This design comes from an exercise in tuning for small area and a short achievable clock period on the open sky130 flow, not from production work.
At most, simulation tests tie the RTL to the original design; equivalence was not proved.
Power and IR drop assume default switching activity.

==> v6: inputs <==
==> flow/design.v <==
module bcr # (parameter FIFO_WIDTH = 384, parameter ADDR_W = 15, parameter EDGE_W = 48, parameter Bank_Num_W = 3)
(
	input wire 						clk,
	input wire						rst,
	input wire						input_valid,
	input wire	[FIFO_WIDTH-1:0]	input_data,
	input wire						stall,
	output reg 	[EDGE_W-1:0]		output_data0,
	output reg 	[EDGE_W-1:0]		output_data1,
	output reg 	[EDGE_W-1:0]		output_data2,
	output reg 	[EDGE_W-1:0]		output_data3,
	output reg 	[EDGE_W-1:0]		output_data4,
	output reg 	[EDGE_W-1:0]		output_data5,
	output reg 	[EDGE_W-1:0]		output_data6,
	output reg 	[EDGE_W-1:0]		output_data7,
	output reg						output_valid0,
	output reg						output_valid1,
	output reg						output_valid2,
	output reg						output_valid3,
	output reg						output_valid4,
	output reg						output_valid5,
	output reg						output_valid6,
	output reg						output_valid7,
	output reg						inc
);
localparam W8 = EDGE_W*8;
reg [W8-1:0] data_in_q;
reg          stall_q;
reg          rst_q;
always @(posedge clk) begin
	data_in_q <= input_data;
	stall_q   <= stall;
	rst_q     <= rst;
end
wire [W8-1:0] out_q = {output_data7, output_data6, output_data5, output_data4,
                       output_data3, output_data2, output_data1, output_data0};
wire [W8-1:0] w_held = stall_q ? out_q : data_in_q;
wire [W8-1:0] out_d  = (rst | rst_q) ? {W8{1'b0}} : w_held;
always @(posedge clk) begin
	{output_data7, output_data6, output_data5, output_data4,
	 output_data3, output_data2, output_data1, output_data0} <= out_d;
end
function conf_in;
	input integer i;
	input integer j;
	begin
		conf_in = (input_data[EDGE_W*i +: Bank_Num_W] == input_data[EDGE_W*j +: Bank_Num_W]) ||
		          (input_data[EDGE_W*i+ADDR_W +: Bank_Num_W] == input_data[EDGE_W*j+ADDR_W +: Bank_Num_W]);
	end
endfunction
reg        v_q;
reg [7:0]  o_q;
reg [63:0] c_q;          
integer a, b;
always @(posedge clk) begin
	if (!stall) begin
		for (a = 0; a < 8; a = a + 1)
			for (b = 0; b < 8; b = b + 1)
				if (a < b) c_q[8*a+b] <= conf_in(a, b);
	end
end
wire [7:0] g, ng;
wire [7:0] e, ne;                  
wire [63:0] nc_q = ~c_q;
wire [7:0] no_q = ~o_q;
assign g[0]  = no_q[0];
assign ng[0] = o_q[0];
bcr_a21oi u_g1  (.a(g[0]),  .b(c_q[8*0+1]),  .c(o_q[1]),  .y(g[1]));
bcr_o21ai u_ng1 (.a(ng[0]), .b(nc_q[8*0+1]), .c(no_q[1]), .y(ng[1]));
bcr_a21oi u_ne2 (.a(g[0]),  .b(c_q[8*0+2]),  .c(o_q[2]),  .y(ne[2]));
bcr_o21ai u_e2  (.a(ng[0]), .b(nc_q[8*0+2]), .c(no_q[2]), .y(e[2]));
genvar k, j;
generate
	for (k = 3; k < 8; k = k + 1) begin : lane
		wire [k-3:0] gt, ct;
		for (j = 0; j <= k-3; j = j + 1) begin : t
			assign gt[j] = g[j];
			assign ct[j] = c_q[8*j+k];
		end
		wire f, nf;
		bcr_orterms  #(.N(k-2)) u_f  (.o(o_q[k]), .g(gt), .c(ct), .y(f));
		bcr_norterms #(.N(k-2)) u_nf (.o(o_q[k]), .g(gt), .c(ct), .y(nf));
		bcr_a21oi u_ne (.a(g[k-2]),  .b(c_q[8*(k-2)+k]),  .c(f),  .y(ne[k]));
		bcr_o21ai u_e  (.a(ng[k-2]), .b(nc_q[8*(k-2)+k]), .c(nf), .y(e[k]));
	end
	for (k = 2; k < 8; k = k + 1) begin : fin
		bcr_a21oi u_g  (.a(g[k-1]),  .b(c_q[8*(k-1)+k]),  .c(e[k]),  .y(g[k]));
		bcr_o21ai u_ng (.a(ng[k-1]), .b(nc_q[8*(k-1)+k]), .c(ne[k]), .y(ng[k]));
	end
endgenerate
reg all_done;
always @(*) begin
	all_done = 1'b1;
	for (a = 0; a < 8; a = a + 1)
		for (b = 0; b < 8; b = b + 1)
			if (a < b) all_done = all_done & (~c_q[8*a+b] | o_q[a] | o_q[b]);
end
wire       inc_wire = v_q & all_done;
wire [7:0] valid    = {8{v_q}} & g;
wire       upd_b = ~rst & ~stall & ~inc_wire & v_q;
wire [7:0] upd_a = {8{~rst}} & o_q & {8{stall | ~inc_wire}};
wire [7:0] o_d;
wire       ov_p  = ~rst & ~stall & v_q;
wire [7:0] ov_d;
generate
	for (k = 0; k < 8; k = k + 1) begin : upd
		bcr_o21ai u_o  (.a(ng[k]), .b(~upd_b), .c(~upd_a[k]), .y(o_d[k]));
		bcr_nor2  u_ov (.a(ng[k]), .b(~ov_p), .y(ov_d[k]));
	end
endgenerate
always @(posedge clk) begin
	o_q <= o_d;
	{output_valid7, output_valid6, output_valid5, output_valid4,
	 output_valid3, output_valid2, output_valid1, output_valid0} <= ov_d;
	if (rst)
		v_q <= 1'b0;
	else if (!stall)
		v_q <= input_valid;
	if (!rst)
		inc <= stall ? 1'b0 : inc_wire;
end
endmodule
module bcr_a21oi (input wire a, input wire b, input wire c, output wire y);
	assign y = ~((a & b) | c);
endmodule
module bcr_o21ai (input wire a, input wire b, input wire c, output wire y);
	assign y = ~((a | b) & c);
endmodule
module bcr_nor2 (input wire a, input wire b, output wire y);
	assign y = ~(a | b);
endmodule
module bcr_orterms #(parameter N = 1) (input wire o, input wire [N-1:0] g, input wire [N-1:0] c, output wire y);
	assign y = o | (|(g & c));
endmodule
module bcr_norterms #(parameter N = 1) (input wire o, input wire [N-1:0] g, input wire [N-1:0] c, output wire y);
	assign y = ~(o | (|(g & c)));
endmodule
==> flow/flow/run.sh <==
#!/bin/bash
# Standard layout, except that the port buffers are plain buffers instead of
# the delay cells buffer_ports picks by default.
set -euo pipefail
export BUFFER_PORTS_ARGS="-buffer_cell sky130_fd_sc_hd__buf_1"
bash standard.sh > standard.log 2>&1
==> flow/standard.sh <==
#!/bin/bash
# synth_recipe.tcl (not shown) runs the flow's synth.tcl, then flattens the netlist and writes it again
# the make line also repeats each setting of config.mk as NAME=value (left out here)
make -C /OpenROAD-flow-scripts/flow DESIGN_CONFIG=/design/flow/config.mk WORK_HOME=/design/flow/orfs CLKGATE_MAP_FILE= SYNTH_SCRIPT=/design/flow/synth_recipe.tcl "${@:-finish}"
==> flow/config.mk <==
export PLATFORM = sky130hd
export DESIGN_NAME = bcr
export DESIGN_NICKNAME = bcr
export VERILOG_FILES = /design/flow/design.v
export SDC_FILE = /design/flow/constraint.sdc
export NUM_CORES = 4
export LEC_CHECK = 0
export ABC_CLOCK_PERIOD_IN_PS = 1000
export CAP_MARGIN = 20
export CORE_MARGIN = 2
export CORE_UTILIZATION = 40
export SETUP_SLACK_MARGIN = 1.45
export SLEW_MARGIN = 20
export SYNTH_HIERARCHICAL = 1
==> flow/constraint.sdc <==
create_clock -name core_clock -period 3.0 [get_ports {clk}]
set_input_delay 0.6000 -clock core_clock [delete_from_list [all_inputs] [get_ports {clk}]]
set_output_delay 0.6000 -clock core_clock [all_outputs]
set_load 0.01 [all_outputs]
==> v23 (differences from v6) <==
--- a/flow/design.v
+++ b/flow/design.v
@@ -54,9 +54,16 @@
 integer a, b;
-always @(posedge clk) begin
-	if (!stall) begin
-		for (a = 0; a < 8; a = a + 1)
-			for (b = 0; b < 8; b = b + 1)
-				if (a < b) c_q[8*a+b] <= conf_in(a, b);
+wire [63:0] c_in;
+wire [63:0] c_d;
+genvar k, j;
+generate
+	for (k = 0; k < 8; k = k + 1) begin : cin_k
+		for (j = 0; j < 8; j = j + 1) begin : cin_j
+			if (k < j) begin : p
+				assign c_in[8*k+j] = conf_in(k, j);
+				bcr_mux2 u_m (.s(stall), .a0(c_in[8*k+j]), .a1(c_q[8*k+j]), .y(c_d[8*k+j]));
+				always @(posedge clk) c_q[8*k+j] <= c_d[8*k+j];
+			end
+		end
 	end
-end
+endgenerate
 wire [7:0] g, ng;
@@ -71,13 +78,19 @@
 bcr_o21ai u_e2  (.a(ng[0]), .b(nc_q[8*0+2]), .c(no_q[2]), .y(e[2]));
-genvar k, j;
 generate
 	for (k = 3; k < 8; k = k + 1) begin : lane
-		wire [k-3:0] gt, ct;
-		for (j = 0; j <= k-3; j = j + 1) begin : t
-			assign gt[j] = g[j];
-			assign ct[j] = c_q[8*j+k];
+		wire f, nf, rr, nrr;
+		if (k == 3) begin : r3
+			assign rr  = o_q[k];
+			assign nrr = no_q[k];
+		end else begin : rn
+			wire [k-4:0] gt, ct;
+			for (j = 0; j <= k-4; j = j + 1) begin : t
+				assign gt[j] = g[j];
+				assign ct[j] = c_q[8*j+k];
+			end
+			bcr_orterms  #(.N(k-3)) u_r  (.o(o_q[k]), .g(gt), .c(ct), .y(rr));
+			bcr_norterms #(.N(k-3)) u_nr (.o(o_q[k]), .g(gt), .c(ct), .y(nrr));
 		end
-		wire f, nf;
-		bcr_orterms  #(.N(k-2)) u_f  (.o(o_q[k]), .g(gt), .c(ct), .y(f));
-		bcr_norterms #(.N(k-2)) u_nf (.o(o_q[k]), .g(gt), .c(ct), .y(nf));
+		bcr_a21oi u_nf (.a(g[k-3]),  .b(c_q[8*(k-3)+k]),  .c(rr),  .y(nf));
+		bcr_o21ai u_f  (.a(ng[k-3]), .b(nc_q[8*(k-3)+k]), .c(nrr), .y(f));
 		bcr_a21oi u_ne (.a(g[k-2]),  .b(c_q[8*(k-2)+k]),  .c(f),  .y(ne[k]));
@@ -90,13 +103,7 @@
 endgenerate
-reg all_done;
-always @(*) begin
-	all_done = 1'b1;
-	for (a = 0; a < 8; a = a + 1)
-		for (b = 0; b < 8; b = b + 1)
-			if (a < b) all_done = all_done & (~c_q[8*a+b] | o_q[a] | o_q[b]);
-end
-wire       inc_wire = v_q & all_done;
-wire [7:0] valid    = {8{v_q}} & g;
-wire       upd_b = ~rst & ~stall & ~inc_wire & v_q;
-wire [7:0] upd_a = {8{~rst}} & o_q & {8{stall | ~inc_wire}};
+wire       inc_wire;
+wire       nupd_b;
+wire [7:0] nupd_a;
+bcr_ctl u_ctl (.c(c_q), .o(o_q), .v(v_q), .rst(rst), .stall(stall),
+               .inc(inc_wire), .nupd_b(nupd_b), .nupd_a(nupd_a));
 wire [7:0] o_d;
@@ -106,3 +113,3 @@
 	for (k = 0; k < 8; k = k + 1) begin : upd
-		bcr_o21ai u_o  (.a(ng[k]), .b(~upd_b), .c(~upd_a[k]), .y(o_d[k]));
+		bcr_o21ai u_o  (.a(ng[k]), .b(nupd_b), .c(nupd_a[k]), .y(o_d[k]));
 		bcr_nor2  u_ov (.a(ng[k]), .b(~ov_p), .y(ov_d[k]));
@@ -137 +144,18 @@
 endmodule
+module bcr_mux2 (input wire s, input wire a0, input wire a1, output wire y);
+	assign y = s ? a1 : a0;
+endmodule
+module bcr_ctl (input wire [63:0] c, input wire [7:0] o, input wire v, input wire rst,
+                input wire stall, output wire inc, output wire nupd_b, output wire [7:0] nupd_a);
+	reg bad;
+	integer i, j;
+	always @(*) begin
+		bad = 1'b0;
+		for (i = 0; i < 8; i = i + 1)
+			for (j = 0; j < 8; j = j + 1)
+				if (i < j) bad = bad | (c[8*i+j] & ~o[i] & ~o[j]);
+	end
+	assign inc    = v & ~bad;
+	assign nupd_b = ~(~rst & ~stall & ~inc & v);
+	assign nupd_a = ~({8{~rst}} & o & {8{stall | ~inc}});
+endmodule
- SETUP_SLACK_MARGIN: 1.45 -> 1.2
==> notes <==
- Against v6, the global-route usage of v23 is lower by 1.3 points.
- Sequential share of layout area: v6 is lower than v23 (2.4 points).
- v6 completed without violations. v23 finished clean.
- Against v23, the synthesized area of v6 is smaller by about 3%.
- In v6 the count of clock-buffer cells in the layout is higher than in v23, by 6.
- In v6 the via count is higher than in v23, by about 1.5%.
- Wire length: v6 is higher than v23 (about 4%).
- In cell count, v23 and v6 do not differ.
- In clock power, v6 and v23 hardly differ.
- In v23 the combinational power is larger than in v6, by about 6%.
No functional check of the RTL was part of v23.

static timing again, ports no longer ideal:
In the flow no input, the clock included, has a driving cell. The finished layouts below were timed again as built, in two steps. Step 1 assumes that a clkbuf_16 drives the clock port and a buf_2 every other input. Step 2 adds t to the input delays and takes it off the output delays; t is the mean of the earliest and latest rising clock arrival at the registers after step 1. Input paths then give back, and output paths get back, about the clock's delay inside the block. a / b / c = no drivers / after step 1 / after step 2; a / b = the first two.
| run | t (ns) | setup WS [ns] | latest minus earliest clock arrival (ns) | slew at the worst register clock pin (ns) | worst slew at a driven data input, ns |
|---|---|---|---|---|---|
| v6 | 0.670 | 1.167 / 1.153 / 0.639 | 0.031 / 0.030 | 0.07 / 0.07 | 0.14 |
| v23 | 0.668 | 1.023 / 1.023 / 0.805 | 0.046 / 0.047 | 0.07 / 0.07 | 0.17 |
After both steps every run listed still meets setup and hold. The setup slack of v6, which loses most, moves by -0.014 ns with the drivers and by -0.528 ns with both steps.
